This design comes from an exercise in tuning for small area on the open sky130 flow, not from production work.
For this run, only the layout was checked, not whether the RTL still works.

==> flow/design.v <==
module fir_filter (
    input CLK_Filter,
    input rst_n,
    input wire [7:0] filter_in,
    output reg [19:0] filter_out
);
  reg [7:0] d0;
  reg [7:0] d1;
  reg [7:0] d2;
  reg [7:0] d3;
  reg [7:0] d4;
  reg [7:0] d5;
  reg [7:0] d6;
  reg [7:0] d7;
  reg [7:0] d8;
  reg [7:0] d9;
  reg [7:0] d10;
  reg [7:0] d11;
  reg [7:0] d12;
  reg [7:0] d13;
  reg [7:0] d14;
  reg [7:0] d15;
  reg [7:0] d16;
  reg [7:0] d17;
  reg [7:0] d18;
  reg [7:0] d19;
  reg [7:0] d20;
  reg [7:0] d21;
  reg [7:0] d22;
  reg [7:0] d23;
  reg [1:0] st;
  always @(posedge CLK_Filter or negedge rst_n) begin
    if (!rst_n) st <= 2'd0;
    else st <= {st[1] | st[0], st[1] | ~st[0]};
  end
  wire en = st[1] & st[0];
  wire [7:0] en8 = {8{en}};
  always @(posedge CLK_Filter) begin
    d0 <= filter_in;
    d1 <= d0;
    d2 <= d1;
    d3 <= ~(d2 & en8);
    d4 <= d3;
    d5 <= d4;
    d6 <= ~(d5 | ~en8);
    d7 <= d6;
    d8 <= d7;
    d9 <= ~(d8 & en8);
    d10 <= d9;
    d11 <= d10;
    d12 <= ~(d11 | ~en8);
    d13 <= d12;
    d14 <= ~(d13 & en8);
    d15 <= d14;
    d16 <= d15;
    d17 <= ~(d16 | ~en8);
    d18 <= d17;
    d19 <= d18;
    d20 <= ~(d19 & en8);
    d21 <= d20;
    d22 <= d21;
    d23 <= ~(d22 | ~en8);
  end
  wire s0, c1;
  fir_fa us0 (.a(d3[0]), .b(d22[0]), .ci(1'b1), .s(s0), .co(c1));
  wire s2, c3;
  fir_fa us2 (.a(d3[1]), .b(d22[1]), .ci(c1), .s(s2), .co(c3));
  wire s4, c5;
  fir_fa us4 (.a(d3[2]), .b(d22[2]), .ci(c3), .s(s4), .co(c5));
  wire s6, c7;
  fir_fa us6 (.a(d3[3]), .b(d22[3]), .ci(c5), .s(s6), .co(c7));
  wire s8, c9;
  fir_fa us8 (.a(d3[4]), .b(d22[4]), .ci(c7), .s(s8), .co(c9));
  wire s10, c11;
  fir_fa us10 (.a(d3[5]), .b(d22[5]), .ci(c9), .s(s10), .co(c11));
  wire s12, c13;
  fir_fa us12 (.a(d3[6]), .b(d22[6]), .ci(c11), .s(s12), .co(c13));
  wire s14, c15;
  fir_fa us14 (.a(d3[7]), .b(d22[7]), .ci(c13), .s(s14), .co(c15));
  wire s16, c17;
  fir_ha us16 (.a(d5[0]), .b(d20[0]), .s(s16), .co(c17));
  wire s18, c19;
  fir_fa us18 (.a(d5[1]), .b(d20[1]), .ci(c17), .s(s18), .co(c19));
  wire s20, c21;
  fir_fa us20 (.a(d5[2]), .b(d20[2]), .ci(c19), .s(s20), .co(c21));
  wire s22, c23;
  fir_fa us22 (.a(d5[3]), .b(d20[3]), .ci(c21), .s(s22), .co(c23));
  wire s24, c25;
  fir_fa us24 (.a(d5[4]), .b(d20[4]), .ci(c23), .s(s24), .co(c25));
  wire s26, c27;
  fir_fa us26 (.a(d5[5]), .b(d20[5]), .ci(c25), .s(s26), .co(c27));
  wire s28, c29;
  fir_fa us28 (.a(d5[6]), .b(d20[6]), .ci(c27), .s(s28), .co(c29));
  wire s30, c31;
  fir_fa us30 (.a(d5[7]), .b(d20[7]), .ci(c29), .s(s30), .co(c31));
  wire s32, c33;
  fir_ha us32 (.a(d6[0]), .b(d19[0]), .s(s32), .co(c33));
  wire s34, c35;
  fir_fa us34 (.a(d6[1]), .b(d19[1]), .ci(c33), .s(s34), .co(c35));
  wire s36, c37;
  fir_fa us36 (.a(d6[2]), .b(d19[2]), .ci(c35), .s(s36), .co(c37));
  wire s38, c39;
  fir_fa us38 (.a(d6[3]), .b(d19[3]), .ci(c37), .s(s38), .co(c39));
  wire s40, c41;
  fir_fa us40 (.a(d6[4]), .b(d19[4]), .ci(c39), .s(s40), .co(c41));
  wire s42, c43;
  fir_fa us42 (.a(d6[5]), .b(d19[5]), .ci(c41), .s(s42), .co(c43));
  wire s44, c45;
  fir_fa us44 (.a(d6[6]), .b(d19[6]), .ci(c43), .s(s44), .co(c45));
  wire s46, c47;
  fir_fa us46 (.a(d6[7]), .b(d19[7]), .ci(c45), .s(s46), .co(c47));
  wire s48, c49;
  fir_ha us48 (.a(d7[0]), .b(d18[0]), .s(s48), .co(c49));
  wire s50, c51;
  fir_fa us50 (.a(d7[1]), .b(d18[1]), .ci(c49), .s(s50), .co(c51));
  wire s52, c53;
  fir_fa us52 (.a(d7[2]), .b(d18[2]), .ci(c51), .s(s52), .co(c53));
  wire s54, c55;
  fir_fa us54 (.a(d7[3]), .b(d18[3]), .ci(c53), .s(s54), .co(c55));
  wire s56, c57;
  fir_fa us56 (.a(d7[4]), .b(d18[4]), .ci(c55), .s(s56), .co(c57));
  wire s58, c59;
  fir_fa us58 (.a(d7[5]), .b(d18[5]), .ci(c57), .s(s58), .co(c59));
  wire s60, c61;
  fir_fa us60 (.a(d7[6]), .b(d18[6]), .ci(c59), .s(s60), .co(c61));
  wire s62, c63;
  fir_fa us62 (.a(d7[7]), .b(d18[7]), .ci(c61), .s(s62), .co(c63));
  wire s64, c65;
  fir_ha us64 (.a(d8[0]), .b(d17[0]), .s(s64), .co(c65));
  wire s66, c67;
  fir_fa us66 (.a(d8[1]), .b(d17[1]), .ci(c65), .s(s66), .co(c67));
  wire s68, c69;
  fir_fa us68 (.a(d8[2]), .b(d17[2]), .ci(c67), .s(s68), .co(c69));
  wire s70, c71;
  fir_fa us70 (.a(d8[3]), .b(d17[3]), .ci(c69), .s(s70), .co(c71));
  wire s72, c73;
  fir_fa us72 (.a(d8[4]), .b(d17[4]), .ci(c71), .s(s72), .co(c73));
  wire s74, c75;
  fir_fa us74 (.a(d8[5]), .b(d17[5]), .ci(c73), .s(s74), .co(c75));
  wire s76, c77;
  fir_fa us76 (.a(d8[6]), .b(d17[6]), .ci(c75), .s(s76), .co(c77));
  wire s78, c79;
  fir_fa us78 (.a(d8[7]), .b(d17[7]), .ci(c77), .s(s78), .co(c79));
  wire s80, c81;
  fir_fa us80 (.a(d9[0]), .b(d16[0]), .ci(1'b1), .s(s80), .co(c81));
  wire s82, c83;
  fir_fa us82 (.a(d9[1]), .b(d16[1]), .ci(c81), .s(s82), .co(c83));
  wire s84, c85;
  fir_fa us84 (.a(d9[2]), .b(d16[2]), .ci(c83), .s(s84), .co(c85));
  wire s86, c87;
  fir_fa us86 (.a(d9[3]), .b(d16[3]), .ci(c85), .s(s86), .co(c87));
  wire s88, c89;
  fir_fa us88 (.a(d9[4]), .b(d16[4]), .ci(c87), .s(s88), .co(c89));
  wire s90, c91;
  fir_fa us90 (.a(d9[5]), .b(d16[5]), .ci(c89), .s(s90), .co(c91));
  wire s92, c93;
  fir_fa us92 (.a(d9[6]), .b(d16[6]), .ci(c91), .s(s92), .co(c93));
  wire s94, c95;
  fir_fa us94 (.a(d9[7]), .b(d16[7]), .ci(c93), .s(s94), .co(c95));
  wire s96, c97;
  fir_fa us96 (.a(d10[0]), .b(d15[0]), .ci(1'b1), .s(s96), .co(c97));
  wire s98, c99;
  fir_fa us98 (.a(d10[1]), .b(d15[1]), .ci(c97), .s(s98), .co(c99));
  wire s100, c101;
  fir_fa us100 (.a(d10[2]), .b(d15[2]), .ci(c99), .s(s100), .co(c101));
  wire s102, c103;
  fir_fa us102 (.a(d10[3]), .b(d15[3]), .ci(c101), .s(s102), .co(c103));
  wire s104, c105;
  fir_fa us104 (.a(d10[4]), .b(d15[4]), .ci(c103), .s(s104), .co(c105));
  wire s106, c107;
  fir_fa us106 (.a(d10[5]), .b(d15[5]), .ci(c105), .s(s106), .co(c107));
  wire s108, c109;
  fir_fa us108 (.a(d10[6]), .b(d15[6]), .ci(c107), .s(s108), .co(c109));
  wire s110, c111;
  fir_fa us110 (.a(d10[7]), .b(d15[7]), .ci(c109), .s(s110), .co(c111));
  wire s112, c113;
  fir_fa us112 (.a(d11[0]), .b(d14[0]), .ci(1'b1), .s(s112), .co(c113));
  wire s114, c115;
  fir_fa us114 (.a(d11[1]), .b(d14[1]), .ci(c113), .s(s114), .co(c115));
  wire s116, c117;
  fir_fa us116 (.a(d11[2]), .b(d14[2]), .ci(c115), .s(s116), .co(c117));
  wire s118, c119;
  fir_fa us118 (.a(d11[3]), .b(d14[3]), .ci(c117), .s(s118), .co(c119));
  wire s120, c121;
  fir_fa us120 (.a(d11[4]), .b(d14[4]), .ci(c119), .s(s120), .co(c121));
  wire s122, c123;
  fir_fa us122 (.a(d11[5]), .b(d14[5]), .ci(c121), .s(s122), .co(c123));
  wire s124, c125;
  fir_fa us124 (.a(d11[6]), .b(d14[6]), .ci(c123), .s(s124), .co(c125));
  wire s126, c127;
  fir_fa us126 (.a(d11[7]), .b(d14[7]), .ci(c125), .s(s126), .co(c127));
  wire n128 = ~s0;
  wire n129 = ~s64;
  wire n130 = ~s112;
  wire s131, c132;
  fir_fa us131 (.a(s48), .b(s66), .ci(s2), .s(s131), .co(c132));
  wire n133 = ~s114;
  wire n134 = ~s131;
  wire s135, c136;
  fir_fa us135 (.a(s0), .b(s50), .ci(s68), .s(s135), .co(c136));
  wire s137, c138;
  fir_fa us137 (.a(s4), .b(s116), .ci(c132), .s(s137), .co(c138));
  wire n139 = ~s135;
  wire n140 = ~s137;
  wire s141, c142;
  fir_fa us141 (.a(d4[0]), .b(d21[0]), .ci(s2), .s(s141), .co(c142));
  wire s143, c144;
  fir_fa us143 (.a(s52), .b(s141), .ci(s70), .s(s143), .co(c144));
  wire s145, c146;
  fir_fa us145 (.a(c136), .b(s6), .ci(s118), .s(s145), .co(c146));
  wire n147 = ~c138;
  wire n148 = ~s143;
  wire n149 = ~s145;
  wire s150, c151;
  fir_fa us150 (.a(d4[1]), .b(d21[1]), .ci(s16), .s(s150), .co(c151));
  wire s152, c153;
  fir_fa us152 (.a(s80), .b(s150), .ci(s4), .s(s152), .co(c153));
  wire s154, c155;
  fir_fa us154 (.a(c142), .b(s54), .ci(s152), .s(s154), .co(c155));
  wire s156, c157;
  fir_fa us156 (.a(s72), .b(c144), .ci(s8), .s(s156), .co(c157));
  wire s158, c159;
  fir_fa us158 (.a(s120), .b(c146), .ci(s154), .s(s158), .co(c159));
  wire n160 = ~s156;
  wire n161 = ~s158;
  wire s162, c163;
  fir_fa us162 (.a(d4[2]), .b(d21[2]), .ci(s80), .s(s162), .co(c163));
  wire s164, c165;
  fir_fa us164 (.a(c151), .b(s18), .ci(s82), .s(s164), .co(c165));
  wire s166, c167;
  fir_fa us166 (.a(s162), .b(s164), .ci(s6), .s(s166), .co(c167));
  wire s168, c169;
  fir_fa us168 (.a(c153), .b(s56), .ci(c155), .s(s168), .co(c169));
  wire s170, c171;
  fir_fa us170 (.a(s166), .b(s74), .ci(s10), .s(s170), .co(c171));
  wire s172, c173;
  fir_fa us172 (.a(s122), .b(c157), .ci(c159), .s(s172), .co(c173));
  wire n174 = ~s168;
  wire n175 = ~s170;
  wire n176 = ~s172;
  wire s177, c178;
  fir_fa us177 (.a(d4[3]), .b(d21[3]), .ci(s96), .s(s177), .co(c178));
  wire s179, c180;
  fir_fa us179 (.a(s112), .b(s82), .ci(c163), .s(s179), .co(c180));
  wire s181, c182;
  fir_fa us181 (.a(s177), .b(s20), .ci(s84), .s(s181), .co(c182));
  wire s183, c184;
  fir_fa us183 (.a(c165), .b(s179), .ci(s181), .s(s183), .co(c184));
  wire s185, c186;
  fir_fa us185 (.a(s8), .b(c167), .ci(s58), .s(s185), .co(c186));
  wire s187, c188;
  fir_fa us187 (.a(s183), .b(c169), .ci(s76), .s(s187), .co(c188));
  wire s189, c190;
  fir_fa us189 (.a(s185), .b(s12), .ci(s124), .s(s189), .co(c190));
  wire s191, c192;
  fir_fa us191 (.a(c171), .b(c173), .ci(s187), .s(s191), .co(c192));
  wire n193 = ~s189;
  wire n194 = ~s191;
  wire s195, c196;
  fir_fa us195 (.a(d4[4]), .b(d21[4]), .ci(s98), .s(s195), .co(c196));
  wire s197, c198;
  fir_fa us197 (.a(s114), .b(c178), .ci(s84), .s(s197), .co(c198));
  wire s199, c200;
  fir_fa us199 (.a(c180), .b(s195), .ci(s22), .s(s199), .co(c200));
  wire s201, c202;
  fir_fa us201 (.a(s86), .b(c182), .ci(s197), .s(s201), .co(c202));
  wire s203, c204;
  fir_fa us203 (.a(s199), .b(c184), .ci(s201), .s(s203), .co(c204));
  wire s205, c206;
  fir_fa us205 (.a(s10), .b(s60), .ci(c186), .s(s205), .co(c206));
  wire s207, c208;
  fir_fa us207 (.a(s203), .b(c188), .ci(s78), .s(s207), .co(c208));
  wire s209, c210;
  fir_fa us209 (.a(s205), .b(s14), .ci(s126), .s(s209), .co(c210));
  wire s211, c212;
  fir_fa us211 (.a(c190), .b(c192), .ci(s207), .s(s211), .co(c212));
  wire n213 = ~s209;
  wire n214 = ~s211;
  wire s215, c216;
  fir_fa us215 (.a(d4[5]), .b(d21[5]), .ci(s100), .s(s215), .co(c216));
  wire s217, c218;
  fir_fa us217 (.a(s116), .b(c196), .ci(s86), .s(s217), .co(c218));
  wire s219, c220;
  fir_fa us219 (.a(c198), .b(s215), .ci(s24), .s(s219), .co(c220));
  wire s221, c222;
  fir_fa us221 (.a(c200), .b(s88), .ci(c202), .s(s221), .co(c222));
  wire s223, c224;
  fir_fa us223 (.a(s217), .b(s219), .ci(c204), .s(s223), .co(c224));
  wire s225, c226;
  fir_fa us225 (.a(s221), .b(s12), .ci(c79), .s(s225), .co(c226));
  wire s227, c228;
  fir_fa us227 (.a(c206), .b(s62), .ci(c15), .s(s227), .co(c228));
  wire s229, c230;
  fir_fa us229 (.a(c127), .b(s223), .ci(c208), .s(s229), .co(c230));
  wire s231, c232;
  fir_fa us231 (.a(s225), .b(c210), .ci(s227), .s(s231), .co(c232));
  wire n233 = ~c212;
  wire n234 = ~s229;
  wire n235 = ~s231;
  wire s236, c237;
  fir_fa us236 (.a(d4[6]), .b(d21[6]), .ci(s102), .s(s236), .co(c237));
  wire s238, c239;
  fir_fa us238 (.a(s118), .b(c216), .ci(s88), .s(s238), .co(c239));
  wire s240, c241;
  fir_fa us240 (.a(c218), .b(s236), .ci(s26), .s(s240), .co(c241));
  wire s242, c243;
  fir_fa us242 (.a(c220), .b(s90), .ci(c222), .s(s242), .co(c243));
  wire s244, c245;
  fir_fa us244 (.a(s238), .b(s240), .ci(c63), .s(s244), .co(c245));
  wire s246, c247;
  fir_fa us246 (.a(c224), .b(s242), .ci(s14), .s(s246), .co(c247));
  wire s248, c249;
  fir_fa us248 (.a(c226), .b(s244), .ci(c228), .s(s248), .co(c249));
  wire s250, c251;
  fir_fa us250 (.a(s246), .b(c230), .ci(s248), .s(s250), .co(c251));
  wire n252 = ~c232;
  wire n253 = ~s250;
  wire s254, c255;
  fir_fa us254 (.a(d4[7]), .b(d21[7]), .ci(s104), .s(s254), .co(c255));
  wire s256, c257;
  fir_fa us256 (.a(s120), .b(c237), .ci(s90), .s(s256), .co(c257));
  wire s258, c259;
  fir_fa us258 (.a(c239), .b(s254), .ci(s28), .s(s258), .co(c259));
  wire s260, c261;
  fir_fa us260 (.a(c241), .b(s92), .ci(c243), .s(s260), .co(c261));
  wire s262, c263;
  fir_fa us262 (.a(s256), .b(c15), .ci(s258), .s(s262), .co(c263));
  wire s264, c265;
  fir_fa us264 (.a(c245), .b(s260), .ci(c247), .s(s264), .co(c265));
  wire s266, c267;
  fir_fa us266 (.a(s262), .b(c249), .ci(s264), .s(s266), .co(c267));
  wire n268 = ~c251;
  wire n269 = ~s266;
  wire s270, c271;
  fir_fa us270 (.a(s106), .b(s122), .ci(c255), .s(s270), .co(c271));
  wire s272, c273;
  fir_fa us272 (.a(s92), .b(c257), .ci(s270), .s(s272), .co(c273));
  wire s274, c275;
  fir_fa us274 (.a(c259), .b(s30), .ci(s94), .s(s274), .co(c275));
  wire s276, c277;
  fir_fa us276 (.a(c261), .b(s272), .ci(c263), .s(s276), .co(c277));
  wire s278, c279;
  fir_fa us278 (.a(s274), .b(c265), .ci(s276), .s(s278), .co(c279));
  wire n280 = ~c267;
  wire n281 = ~s278;
  wire s282, c283;
  fir_fa us282 (.a(s108), .b(s124), .ci(c271), .s(s282), .co(c283));
  wire s284, c285;
  fir_fa us284 (.a(c31), .b(c95), .ci(s94), .s(s284), .co(c285));
  wire s286, c287;
  fir_fa us286 (.a(c273), .b(s282), .ci(c275), .s(s286), .co(c287));
  wire s288, c289;
  fir_fa us288 (.a(s284), .b(c277), .ci(s286), .s(s288), .co(c289));
  wire n290 = ~c279;
  wire n291 = ~s288;
  wire s292, c293;
  fir_fa us292 (.a(c95), .b(s110), .ci(s126), .s(s292), .co(c293));
  wire s294, c295;
  fir_fa us294 (.a(c283), .b(c285), .ci(s292), .s(s294), .co(c295));
  wire n296 = ~c287;
  wire n297 = ~c289;
  wire n298 = ~s294;
  wire s299, c300;
  fir_fa us299 (.a(c111), .b(c127), .ci(c293), .s(s299), .co(c300));
  wire n301 = ~c295;
  wire n302 = ~s299;
  wire n303 = ~c300;
  wire s304, c305;
  fir_fa us304 (.a(d2[0]), .b(d23[0]), .ci(n129), .s(s304), .co(c305));
  wire s306, c307;
  fir_fa us306 (.a(n128), .b(n130), .ci(s304), .s(s306), .co(c307));
  wire s308, c309;
  fir_fa us308 (.a(s82), .b(s98), .ci(s306), .s(s308), .co(c309));
  wire s310, c311;
  fir_fa us310 (.a(d2[1]), .b(d23[1]), .ci(s16), .s(s310), .co(c311));
  wire s312, c313;
  fir_fa us312 (.a(s32), .b(c305), .ci(s310), .s(s312), .co(c313));
  wire s314, c315;
  fir_fa us314 (.a(n133), .b(c307), .ci(s84), .s(s314), .co(c315));
  wire s316, c317;
  fir_fa us316 (.a(s100), .b(s312), .ci(n134), .s(s316), .co(c317));
  wire s318, c319;
  fir_fa us318 (.a(c309), .b(s314), .ci(s316), .s(s318), .co(c319));
  wire s320, c321;
  fir_fa us320 (.a(d2[2]), .b(d23[2]), .ci(1'b1), .s(s320), .co(c321));
  wire s322, c323;
  fir_fa us322 (.a(s32), .b(s112), .ci(s320), .s(s322), .co(c323));
  wire s324, c325;
  fir_fa us324 (.a(c311), .b(s18), .ci(s34), .s(s324), .co(c325));
  wire s326, c327;
  fir_fa us326 (.a(s322), .b(c313), .ci(s324), .s(s326), .co(c327));
  wire s328, c329;
  fir_fa us328 (.a(s86), .b(s102), .ci(c315), .s(s328), .co(c329));
  wire s330, c331;
  fir_fa us330 (.a(n139), .b(s326), .ci(n140), .s(s330), .co(c331));
  wire s332, c333;
  fir_fa us332 (.a(c317), .b(s328), .ci(c319), .s(s332), .co(c333));
  wire s334, c335;
  fir_fa us334 (.a(d2[3]), .b(d23[3]), .ci(s64), .s(s334), .co(c335));
  wire s336, c337;
  fir_fa us336 (.a(c321), .b(s96), .ci(s34), .s(s336), .co(c337));
  wire s338, c339;
  fir_fa us338 (.a(s334), .b(s114), .ci(c323), .s(s338), .co(c339));
  wire s340, c341;
  fir_fa us340 (.a(s20), .b(s36), .ci(c325), .s(s340), .co(c341));
  wire s342, c343;
  fir_fa us342 (.a(s336), .b(s338), .ci(c327), .s(s342), .co(c343));
  wire s344, c345;
  fir_fa us344 (.a(s340), .b(n147), .ci(s88), .s(s344), .co(c345));
  wire s346, c347;
  fir_fa us346 (.a(s104), .b(c329), .ci(n148), .s(s346), .co(c347));
  wire s348, c349;
  fir_fa us348 (.a(s342), .b(n149), .ci(c331), .s(s348), .co(c349));
  wire s350, c351;
  fir_fa us350 (.a(s344), .b(s346), .ci(c333), .s(s350), .co(c351));
  wire s352, c353;
  fir_fa us352 (.a(d2[4]), .b(d23[4]), .ci(s32), .s(s352), .co(c353));
  wire s354, c355;
  fir_fa us354 (.a(c335), .b(s66), .ci(s352), .s(s354), .co(c355));
  wire s356, c357;
  fir_fa us356 (.a(s98), .b(s36), .ci(c337), .s(s356), .co(c357));
  wire s358, c359;
  fir_fa us358 (.a(s116), .b(c339), .ci(s354), .s(s358), .co(c359));
  wire s360, c361;
  fir_fa us360 (.a(s22), .b(s38), .ci(c341), .s(s360), .co(c361));
  wire s362, c363;
  fir_fa us362 (.a(s356), .b(s358), .ci(c343), .s(s362), .co(c363));
  wire s364, c365;
  fir_fa us364 (.a(s360), .b(s90), .ci(s106), .s(s364), .co(c365));
  wire s366, c367;
  fir_fa us366 (.a(c345), .b(c347), .ci(s362), .s(s366), .co(c367));
  wire s368, c369;
  fir_fa us368 (.a(n160), .b(c349), .ci(n161), .s(s368), .co(c369));
  wire s370, c371;
  fir_fa us370 (.a(s364), .b(s366), .ci(c351), .s(s370), .co(c371));
  wire s372, c373;
  fir_fa us372 (.a(d2[5]), .b(d23[5]), .ci(s48), .s(s372), .co(c373));
  wire s374, c375;
  fir_fa us374 (.a(s64), .b(c353), .ci(s34), .s(s374), .co(c375));
  wire s376, c377;
  fir_fa us376 (.a(s372), .b(s68), .ci(c355), .s(s376), .co(c377));
  wire s378, c379;
  fir_fa us378 (.a(s374), .b(s100), .ci(s38), .s(s378), .co(c379));
  wire s380, c381;
  fir_fa us380 (.a(c357), .b(s118), .ci(c359), .s(s380), .co(c381));
  wire s382, c383;
  fir_fa us382 (.a(s376), .b(s24), .ci(s40), .s(s382), .co(c383));
  wire s384, c385;
  fir_fa us384 (.a(c361), .b(s378), .ci(s380), .s(s384), .co(c385));
  wire s386, c387;
  fir_fa us386 (.a(c363), .b(s382), .ci(s384), .s(s386), .co(c387));
  wire s388, c389;
  fir_fa us388 (.a(n174), .b(s92), .ci(s108), .s(s388), .co(c389));
  wire s390, c391;
  fir_fa us390 (.a(c365), .b(c367), .ci(n175), .s(s390), .co(c391));
  wire s392, c393;
  fir_fa us392 (.a(s386), .b(n176), .ci(c369), .s(s392), .co(c393));
  wire s394, c395;
  fir_fa us394 (.a(s388), .b(c371), .ci(s390), .s(s394), .co(c395));
  wire s396, c397;
  fir_fa us396 (.a(d2[6]), .b(d23[6]), .ci(d12[0]), .s(s396), .co(c397));
  wire s398, c399;
  fir_fa us398 (.a(d13[0]), .b(s396), .ci(c373), .s(s398), .co(c399));
  wire s400, c401;
  fir_fa us400 (.a(s50), .b(s66), .ci(s36), .s(s400), .co(c401));
  wire s402, c403;
  fir_fa us402 (.a(c375), .b(s398), .ci(s70), .s(s402), .co(c403));
  wire s404, c405;
  fir_fa us404 (.a(c377), .b(s400), .ci(s102), .s(s404), .co(c405));
  wire s406, c407;
  fir_fa us406 (.a(s40), .b(c379), .ci(s402), .s(s406), .co(c407));
  wire s408, c409;
  fir_fa us408 (.a(s120), .b(c381), .ci(s404), .s(s408), .co(c409));
  wire s410, c411;
  fir_fa us410 (.a(s26), .b(s42), .ci(c383), .s(s410), .co(c411));
  wire s412, c413;
  fir_fa us412 (.a(s406), .b(c385), .ci(s408), .s(s412), .co(c413));
  wire s414, c415;
  fir_fa us414 (.a(s410), .b(c387), .ci(s94), .s(s414), .co(c415));
  wire s416, c417;
  fir_fa us416 (.a(s110), .b(c389), .ci(s412), .s(s416), .co(c417));
  wire s418, c419;
  fir_fa us418 (.a(n193), .b(c391), .ci(c393), .s(s418), .co(c419));
  wire s420, c421;
  fir_fa us420 (.a(s414), .b(s416), .ci(n194), .s(s420), .co(c421));
  wire s422, c423;
  fir_fa us422 (.a(c395), .b(s418), .ci(s420), .s(s422), .co(c423));
  wire s424, c425;
  fir_fa us424 (.a(d2[7]), .b(d23[7]), .ci(d12[1]), .s(s424), .co(c425));
  wire s426, c427;
  fir_fa us426 (.a(d13[1]), .b(c397), .ci(s424), .s(s426), .co(c427));
  wire s428, c429;
  fir_fa us428 (.a(s426), .b(c399), .ci(s52), .s(s428), .co(c429));
  wire s430, c431;
  fir_fa us430 (.a(s68), .b(s38), .ci(c401), .s(s430), .co(c431));
  wire s432, c433;
  fir_fa us432 (.a(s428), .b(s72), .ci(c403), .s(s432), .co(c433));
  wire s434, c435;
  fir_fa us434 (.a(s430), .b(s104), .ci(c405), .s(s434), .co(c435));
  wire s436, c437;
  fir_fa us436 (.a(s42), .b(c407), .ci(s432), .s(s436), .co(c437));
  wire s438, c439;
  fir_fa us438 (.a(s122), .b(c409), .ci(s434), .s(s438), .co(c439));
  wire s440, c441;
  fir_fa us440 (.a(s28), .b(s44), .ci(c411), .s(s440), .co(c441));
  wire s442, c443;
  fir_fa us442 (.a(s436), .b(c413), .ci(s438), .s(s442), .co(c443));
  wire s444, c445;
  fir_fa us444 (.a(c95), .b(c111), .ci(s440), .s(s444), .co(c445));
  wire s446, c447;
  fir_fa us446 (.a(s442), .b(c415), .ci(c417), .s(s446), .co(c447));
  wire s448, c449;
  fir_fa us448 (.a(s444), .b(n213), .ci(c419), .s(s448), .co(c449));
  wire s450, c451;
  fir_fa us450 (.a(s446), .b(c421), .ci(n214), .s(s450), .co(c451));
  wire s452, c453;
  fir_fa us452 (.a(s448), .b(c423), .ci(s450), .s(s452), .co(c453));
  wire s454, c455;
  fir_fa us454 (.a(d12[2]), .b(d13[2]), .ci(c425), .s(s454), .co(c455));
  wire s456, c457;
  fir_fa us456 (.a(c427), .b(s454), .ci(s54), .s(s456), .co(c457));
  wire s458, c459;
  fir_fa us458 (.a(s70), .b(c429), .ci(s40), .s(s458), .co(c459));
  wire s460, c461;
  fir_fa us460 (.a(c431), .b(s456), .ci(s74), .s(s460), .co(c461));
  wire s462, c463;
  fir_fa us462 (.a(c433), .b(s458), .ci(s106), .s(s462), .co(c463));
  wire s464, c465;
  fir_fa us464 (.a(c435), .b(s44), .ci(c437), .s(s464), .co(c465));
  wire s466, c467;
  fir_fa us466 (.a(s460), .b(s124), .ci(c439), .s(s466), .co(c467));
  wire s468, c469;
  fir_fa us468 (.a(s462), .b(c441), .ci(s30), .s(s468), .co(c469));
  wire s470, c471;
  fir_fa us470 (.a(s46), .b(s464), .ci(c443), .s(s470), .co(c471));
  wire s472, c473;
  fir_fa us472 (.a(s466), .b(c445), .ci(s468), .s(s472), .co(c473));
  wire s474, c475;
  fir_fa us474 (.a(c447), .b(s470), .ci(n233), .s(s474), .co(c475));
  wire s476, c477;
  fir_fa us476 (.a(n234), .b(s472), .ci(n235), .s(s476), .co(c477));
  wire s478, c479;
  fir_fa us478 (.a(c449), .b(c451), .ci(s474), .s(s478), .co(c479));
  wire s480, c481;
  fir_fa us480 (.a(s476), .b(s478), .ci(c453), .s(s480), .co(c481));
  wire s482, c483;
  fir_fa us482 (.a(d12[3]), .b(d13[3]), .ci(c455), .s(s482), .co(c483));
  wire s484, c485;
  fir_fa us484 (.a(s482), .b(s56), .ci(s72), .s(s484), .co(c485));
  wire s486, c487;
  fir_fa us486 (.a(c457), .b(s42), .ci(c459), .s(s486), .co(c487));
  wire s488, c489;
  fir_fa us488 (.a(s484), .b(s76), .ci(c461), .s(s488), .co(c489));
  wire s490, c491;
  fir_fa us490 (.a(s486), .b(s108), .ci(c463), .s(s490), .co(c491));
  wire s492, c493;
  fir_fa us492 (.a(c31), .b(c47), .ci(s46), .s(s492), .co(c493));
  wire s494, c495;
  fir_fa us494 (.a(c465), .b(s488), .ci(s126), .s(s494), .co(c495));
  wire s496, c497;
  fir_fa us496 (.a(c467), .b(s490), .ci(c469), .s(s496), .co(c497));
  wire s498, c499;
  fir_fa us498 (.a(s492), .b(s494), .ci(c471), .s(s498), .co(c499));
  wire s500, c501;
  fir_fa us500 (.a(c473), .b(s496), .ci(n252), .s(s500), .co(c501));
  wire s502, c503;
  fir_fa us502 (.a(s498), .b(c475), .ci(n253), .s(s502), .co(c503));
  wire s504, c505;
  fir_fa us504 (.a(c477), .b(s500), .ci(c479), .s(s504), .co(c505));
  wire s506, c507;
  fir_fa us506 (.a(s502), .b(c481), .ci(s504), .s(s506), .co(c507));
  wire s508, c509;
  fir_fa us508 (.a(d12[4]), .b(d13[4]), .ci(1'b1), .s(s508), .co(c509));
  wire s510, c511;
  fir_fa us510 (.a(s508), .b(c483), .ci(s58), .s(s510), .co(c511));
  wire s512, c513;
  fir_fa us512 (.a(s74), .b(c485), .ci(s44), .s(s512), .co(c513));
  wire s514, c515;
  fir_fa us514 (.a(c487), .b(s510), .ci(c47), .s(s514), .co(c515));
  wire s516, c517;
  fir_fa us516 (.a(c489), .b(s78), .ci(c127), .s(s516), .co(c517));
  wire s518, c519;
  fir_fa us518 (.a(s512), .b(s110), .ci(c491), .s(s518), .co(c519));
  wire s520, c521;
  fir_fa us520 (.a(c493), .b(s514), .ci(c495), .s(s520), .co(c521));
  wire s522, c523;
  fir_fa us522 (.a(s516), .b(s518), .ci(c497), .s(s522), .co(c523));
  wire s524, c525;
  fir_fa us524 (.a(s520), .b(c499), .ci(s522), .s(s524), .co(c525));
  wire s526, c527;
  fir_fa us526 (.a(n268), .b(c501), .ci(n269), .s(s526), .co(c527));
  wire s528, c529;
  fir_fa us528 (.a(s524), .b(c503), .ci(s526), .s(s528), .co(c529));
  wire s530, c531;
  fir_fa us530 (.a(c505), .b(s528), .ci(c507), .s(s530), .co(c531));
  wire s532, c533;
  fir_fa us532 (.a(d12[5]), .b(d13[5]), .ci(1'b1), .s(s532), .co(c533));
  wire s534, c535;
  fir_fa us534 (.a(c509), .b(s532), .ci(s60), .s(s534), .co(c535));
  wire s536, c537;
  fir_fa us536 (.a(s76), .b(c511), .ci(c79), .s(s536), .co(c537));
  wire s538, c539;
  fir_fa us538 (.a(c513), .b(s46), .ci(c111), .s(s538), .co(c539));
  wire s540, c541;
  fir_fa us540 (.a(s534), .b(c515), .ci(s536), .s(s540), .co(c541));
  wire s542, c543;
  fir_fa us542 (.a(c517), .b(c519), .ci(s538), .s(s542), .co(c543));
  wire s544, c545;
  fir_fa us544 (.a(s540), .b(c521), .ci(s542), .s(s544), .co(c545));
  wire s546, c547;
  fir_fa us546 (.a(c523), .b(n280), .ci(s544), .s(s546), .co(c547));
  wire s548, c549;
  fir_fa us548 (.a(n281), .b(c525), .ci(c527), .s(s548), .co(c549));
  wire s550, c551;
  fir_fa us550 (.a(s546), .b(s548), .ci(c529), .s(s550), .co(c551));
  wire s552, c553;
  fir_fa us552 (.a(d12[6]), .b(d13[6]), .ci(1'b1), .s(s552), .co(c553));
  wire s554, c555;
  fir_fa us554 (.a(c533), .b(s552), .ci(c47), .s(s554), .co(c555));
  wire s556, c557;
  fir_fa us556 (.a(c535), .b(s62), .ci(s78), .s(s556), .co(c557));
  wire s558, c559;
  fir_fa us558 (.a(c537), .b(s554), .ci(c539), .s(s558), .co(c559));
  wire s560, c561;
  fir_fa us560 (.a(s556), .b(c541), .ci(s558), .s(s560), .co(c561));
  wire s562, c563;
  fir_fa us562 (.a(c543), .b(s560), .ci(c545), .s(s562), .co(c563));
  wire s564, c565;
  fir_fa us564 (.a(n290), .b(n291), .ci(c547), .s(s564), .co(c565));
  wire s566, c567;
  fir_fa us566 (.a(s562), .b(c549), .ci(s564), .s(s566), .co(c567));
  wire s568, c569;
  fir_fa us568 (.a(d12[7]), .b(d13[7]), .ci(c553), .s(s568), .co(c569));
  wire s570, c571;
  fir_fa us570 (.a(s568), .b(c63), .ci(c79), .s(s570), .co(c571));
  wire s572, c573;
  fir_fa us572 (.a(c555), .b(c557), .ci(s570), .s(s572), .co(c573));
  wire s574, c575;
  fir_fa us574 (.a(c559), .b(s572), .ci(n296), .s(s574), .co(c575));
  wire s576, c577;
  fir_fa us576 (.a(n298), .b(c561), .ci(n297), .s(s576), .co(c577));
  wire s578, c579;
  fir_fa us578 (.a(s574), .b(c563), .ci(s576), .s(s578), .co(c579));
  wire s580, c581;
  fir_fa us580 (.a(c565), .b(s578), .ci(c567), .s(s580), .co(c581));
  wire s582, c583;
  fir_fa us582 (.a(c569), .b(c571), .ci(1'b1), .s(s582), .co(c583));
  wire s584, c585;
  fir_fa us584 (.a(c573), .b(s582), .ci(n301), .s(s584), .co(c585));
  wire s586, c587;
  fir_fa us586 (.a(n302), .b(c575), .ci(s584), .s(s586), .co(c587));
  wire s588, c589;
  fir_fa us588 (.a(c577), .b(s586), .ci(c579), .s(s588), .co(c589));
  wire s590, c591;
  fir_fa us590 (.a(c583), .b(n303), .ci(1'b1), .s(s590), .co(c591));
  wire s592, c593;
  fir_fa us592 (.a(c585), .b(s590), .ci(c587), .s(s592), .co(c593));
  wire s594, c595;
  fir_fa us594 (.a(c591), .b(c593), .ci(1'b1), .s(s594), .co(c595));
  wire s596, c597;
  fir_ha us596 (.a(s80), .b(s96), .s(s596), .co(c597));
  wire s598, c599;
  fir_ha us598 (.a(c597), .b(s308), .s(s598), .co(c599));
  wire s600, c601;
  fir_ha us600 (.a(c599), .b(s318), .s(s600), .co(c601));
  wire s602, c603;
  fir_fa us602 (.a(s330), .b(c601), .ci(s332), .s(s602), .co(c603));
  wire s604, c605;
  fir_fa us604 (.a(s348), .b(s350), .ci(c603), .s(s604), .co(c605));
  wire s606, c607;
  fir_fa us606 (.a(s368), .b(s370), .ci(c605), .s(s606), .co(c607));
  wire s608, c609;
  fir_fa us608 (.a(s392), .b(c607), .ci(s394), .s(s608), .co(c609));
  wire s610, c611;
  fir_ha us610 (.a(c609), .b(s422), .s(s610), .co(c611));
  wire s612, c613;
  fir_ha us612 (.a(s550), .b(c531), .s(s612), .co(c613));
  wire s614, c615;
  fir_ha us614 (.a(c551), .b(s566), .s(s614), .co(c615));
  wire s616, c617;
  fir_ha us616 (.a(s588), .b(c581), .s(s616), .co(c617));
  wire s618, c619;
  fir_ha us618 (.a(s592), .b(c589), .s(s618), .co(c619));
  wire n620 = ~c595;
  wire a621 = s452 & c611;
  wire a622 = s506 & s480;
  wire a623 = s612 & s530;
  wire a624 = s580 & c615;
  wire a625 = s580 & s614;
  wire g626 = c619 | (s618 & c617);
  wire a627 = s618 & s616;
  wire a628 = n620 & s594;
  wire a629 = s480 & a621;
  wire a630 = a622 & a621;
  wire g631 = c615 | (s614 & c613);
  wire a632 = s614 & a623;
  wire g633 = a624 | (a625 & c613);
  wire a634 = a625 & a623;
  wire a635 = s594 & g626;
  wire a636 = s594 & a627;
  wire g637 = c595 | (a628 & g626);
  wire a638 = a628 & a627;
  wire a639 = s530 & a630;
  wire g640 = c613 | (a623 & a630);
  wire g641 = g631 | (a632 & a630);
  wire g642 = g633 | (a634 & a630);
  wire a643 = 1'b1 & g637;
  wire a644 = 1'b1 & a638;
  wire g645 = c617 | (s616 & g642);
  wire g646 = g626 | (a627 & g642);
  wire g647 = a635 | (a636 & g642);
  wire g648 = g637 | (a638 & g642);
  wire g649 = a643 | (a644 & g642);
  wire o650 = s452 ^ c611;
  wire o651 = s480 ^ a621;
  wire o652 = s506 ^ a629;
  wire o653 = s530 ^ a630;
  wire o654 = s612 ^ a639;
  wire o655 = s614 ^ g640;
  wire o656 = s580 ^ g641;
  wire o657 = s616 ^ g642;
  wire o658 = s618 ^ g645;
  wire o659 = s594 ^ g646;
  wire o660 = n620 ^ g647;
  wire o661 = 1'b1 ^ g648;
  wire [19:0] y = {o661, o660, o659, o658, o657, o656, o655, o654, o653, o652, o651, o650, s610, s608, s606, s604, s602, s600, s598, s596};
  always @(posedge CLK_Filter or negedge rst_n) begin
    if (!rst_n) filter_out <= 20'd0;
    else filter_out <= y & {20{en}};
  end
endmodule
module fir_fa (input a, input b, input ci, output s, output co);
  assign s = a ^ b ^ ci;
  assign co = (a & b) | (a & ci) | (b & ci);
endmodule
module fir_ha (input a, input b, output s, output co);
  assign s = a ^ b;
  assign co = a & b;
endmodule
==> flow/flow/run.sh <==
#!/bin/bash
# The standard ORFS flow (the standard.sh) with two arguments changed:
# the port buffers use the smallest buffer cell, and the clock tree is built
# from smaller clusters of smaller buffers, without dummy loads.
set -euo pipefail
bash standard.sh \
  'BUFFER_PORTS_ARGS=-buffer_cell sky130_fd_sc_hd__buf_1' \
  'CTS_ARGS=-sink_clustering_enable -repair_clock_nets -sink_clustering_size 16 -sink_clustering_max_diameter 80 -sink_buffer_max_cap_derate 1.0 -buf_list {sky130_fd_sc_hd__clkbuf_8} -dont_use_dummy_load' \
  finish > standard.log 2>&1
==> flow/standard.sh <==
#!/bin/bash
# synth_recipe.tcl (not shown) runs the flow's synth.tcl, then flattens the netlist and writes it again
# the make line also repeats each setting of config.mk as NAME=value (left out here)
make -C /OpenROAD-flow-scripts/flow DESIGN_CONFIG=/design/flow/config.mk WORK_HOME=/design/flow/orfs CLKGATE_MAP_FILE= SYNTH_SCRIPT=/design/flow/synth_recipe.tcl "${@:-finish}"
==> flow/config.mk <==
export PLATFORM = sky130hd
export DESIGN_NAME = fir_filter
export DESIGN_NICKNAME = fir_filter
export VERILOG_FILES = /design/flow/design.v
export SDC_FILE = /design/flow/constraint.sdc
export NUM_CORES = 4
export LEC_CHECK = 0
export CAP_MARGIN = 20
export CORE_MARGIN = 2
export CORE_UTILIZATION = 75
export GPL_TIMING_DRIVEN = 0
export SLEW_MARGIN = 20
export SYNTH_HIERARCHICAL = 1
export SYNTH_MINIMUM_KEEP_SIZE = 0
==> flow/constraint.sdc <==
create_clock -name core_clock -period 8.0 [get_ports {CLK_Filter}]
set_input_delay 1.6000 -clock core_clock [delete_from_list [all_inputs] [get_ports {CLK_Filter}]]
set_output_delay 1.6000 -clock core_clock [all_outputs]
set_load 0.01 [all_outputs]
==> out/results.tsv <==
metric	value	unit
outcome	complete, no violations	
yosys.area_share.xor_xnor	0.321	%
dp_hpwl	18600	µm
diodes	0	
dieArea	15500	µm²
yosys.area_share.simple	4.01	%
max_cap_viol_count	0	
whs	0.304	ns
yosys-mux-area-fraction	0	%
crit_slowest_cell	fa_1	
critPathRequiredTime	8.31	ns
fin_tns_setup	0	ns
drt_wl_total	25400	µm
grt_pass1_vias	6483	
start_util	75.9	%
drc_errors	0	
hold_viol	0	
ff2ff_path_depth	21	
routed_via_density	5.97	
min_to	d2[0]	
start_kind	register	
slowest_delay	0.63	ns
path_buf_inv	0	
syn_to_final_growth	9.48	%
cp-startpoint	d5[0]	
path_cells	ha_1 -> fa_1 -> fa_1 -> fa_1 -> fa_1 -> fa_1 -> fa_1 -> fa_1 -> fa_1 -> fa_1 -> fa_1 -> fa_1 -> fa_2 -> fa_2 -> fa_2 -> nand4_1 -> o22ai_2 -> ha_2 -> nor2_1 -> xor2_1 -> nor2_1	
hold_buffers	0	
syn_area	10900	µm²
final_util	83.1	%
placed_area	11300	µm²
dr.first_iter.drc_count	386	
place_ws	-0.370	ns
maxSlewViolCount	0	
drive_above_1_share	16.8	%
ant_nets	0	
io_pins	30	
insertion_delay	0.54	ns
ys_types	27	
worstMarginPinSlew	0.772	ns
grt_max_degree	23	
syn_avg_cell_area	16.3	µm²
finalClockSkew	0.101	ns
routed-wl-met2	12700	µm
synth_top_family_by_area	adder cells	
end_kind	register	
setup.worst_path.class	register to register	
hold_class	register to register	
h-tree-depth	1	
design_area	11900	µm²
r2r_end	filter_out[16]	
drt_pass1_iterations	5	
top_register	filter_out	
period_needed	7.89	ns
fin_ws	0.109	ns
grt_pass1_wl	36200	µm
antenna_found_initial	0	
largest_reg_flops	20	
routedWlPerCell	27.4	µm
synth-seq-cells	214	
top_layer_used	met4	
die_w	125	µm
crit_arrival	8.20	ns
r2r_setup_slack	0.11	ns
syn_inst	668	
synth-compound-area-share	0.436	%
vias	5546	
cp_top_family	adder cells	
cts_buffer_depth	3	
crit_fanout	3	
final_cells	929	
place_inst	891	
grt.overflow.total	0	
cts_sinks	214	
portBuffers	29	
slew_headroom	48.5	%
r2r_start	d5[0]	
rows	44	
cts_buffers	18	
yosys_warnings	7	
cts-root-buf	clkbuf_8	
rsz0062_at_grt	true	
met3_length	2210	µm
nets	1053	
min_path_cells	0	
cts_tree	built	
m1WireLength	9460	µm
core_area	14400	µm²
die_height	125	µm
fin_crit_sh	98.6	%
final-setup-viol-count	0	
hold_start	d1[0]	
grt_util_all_layers	32.3	%
synthAdderAreaFrac	53.2	%
routabilityCongestion	0.947	
path_clk_slew	0.09	ns
max_freq	127	MHz
ys_seq_area_share	40.3	%
cpMostUsedCell	fa_1	
## per-module statistics from Yosys (local to each module, per instance)
module      flops+latches  times used
fir_fa                  0         280
fir_filter            214           1
fir_ha                  0          12
## worst max path at each step
stage / endpoint / depth (start not counted) / slack (ns)
floorplan: filter_out[16] / 22 / 0.20
global placement: filter_out[15] / 20 / -0.25
detailed placement: filter_out[16] / 22 / -0.37
CTS: filter_out[18] / 20 / 0.01
global route: filter_out[16] / 21 / -0.13
finish: filter_out[16] / 21 / 0.11
## what timing repair did
action | 4_1_cts | 5_1_grt
endpoints found under the hold margin | 0 | 0
setup buffers | 8 | 12
gates resized for setup | 29 | 53
setup endpoints to repair | 7 | 6
pin swaps | 10 | 36
## placed cells by master, fill, tap and decap left out, drive strengths merged, types with 2 or more instances in the layout
cell type and n:
nor2 37, nand4 3, and3 14, nor3 4, dfxtp 192, ha 16, xnor2 2, buf 51
nand3 2, dfrtp 22, xor2 2, fa 280, a21oi 2, clkbuf 26, nand2 34, inv 38
conb 11
## cells by family after synthesis
family,Yosys count
AOI/OAI and AO/OA,7
xor gates and xnor gates,4
adders and majority gates,296
buffers and inverters,48
DFF,214
other,1
and+or+nand+nor,98
## per-layer routing
metal,up-vias,GRT usage [%]
li1,2171,-
met4,0,8.00
met5,-,0
met2,279,52.9
met1,3019,45.2
met3,77,7.99
## area by class of cell
class / count / area, µm²
timing repair buffer: 49 / 289
tap: 184 / 230
buffer: 10 / 41.3
fill: 657 / 2430
inverter: 38 / 143
multi-input combinational: 416 / 6590
sequential: 214 / 4400
clock buffer: 18 / 248
## worst reg2reg max path: stages (launching register included)
cell and delay, ns:
dfxtp_1 0.35, ha_1 0.22, fa_1 0.43, fa_1 0.42, fa_1 0.43, fa_1 0.45, fa_1 0.41, fa_1 0.42
fa_1 0.63, fa_1 0.49, fa_1 0.42, fa_1 0.46, fa_1 0.42, fa_2 0.36, fa_2 0.37, fa_2 0.62
nand4_1 0.18, o22ai_2 0.21, ha_2 0.20, nor2_1 0.05, xor2_1 0.13, nor2_1 0.05
## cells in the mapped netlist
cell type  count  area, µm²
fa_1         280       5610
dfxtp_1      192       3840
inv_1         38        143
nor2_1        37        139
nand2_1       34        128
dfrtp_1       22        551
ha_1          16        200
and3_1        14       87.6
clkbuf_1       7       26.3
buf_2          3       15.0
nand4_1        3       18.8
nor3_1         3       15.0
a21oi_1        2       10.0
nand3_1        2       10.0
xnor2_1        2       17.5
xor2_1         2       17.5
a21o_1         1       7.51
a2bb2oi_1      1       8.76
a311oi_1       1       8.76
a31oi_1        1       6.26
and2_1         1       6.26
conb_1         1       3.75
nand2b_1       1       6.26
nor3_2         1       10.0
o22ai_1        1       6.26
or2_2          1       6.26
or3_4          1       11.3

afterwards: timing with drivers on the ports:
How much do the figures lean on ideal ports? The routed layout below was timed once more, with nothing changed but the port constraints.
Step 1 assumes that a clkbuf_16 drives the clock port and a buf_2 every other input.
Step 2 times the ports against the registers' clock, not the clock port: input delays grow and output delays shrink by t, the midpoint of the rising clock arrivals with the driver on.
Three values: ideal ports, drivers, drivers and shift; two values: the first two.
shift t [ns]: 0.530
slack for setup (ns): 0.109 / 0.109 / 0.109
worst register clock-pin slew, ns: 0.10 / 0.10
After both steps setup and hold are still met in this run. The setup slack of this run moves by 0.000 ns with the drivers and by 0.000 ns with both steps.
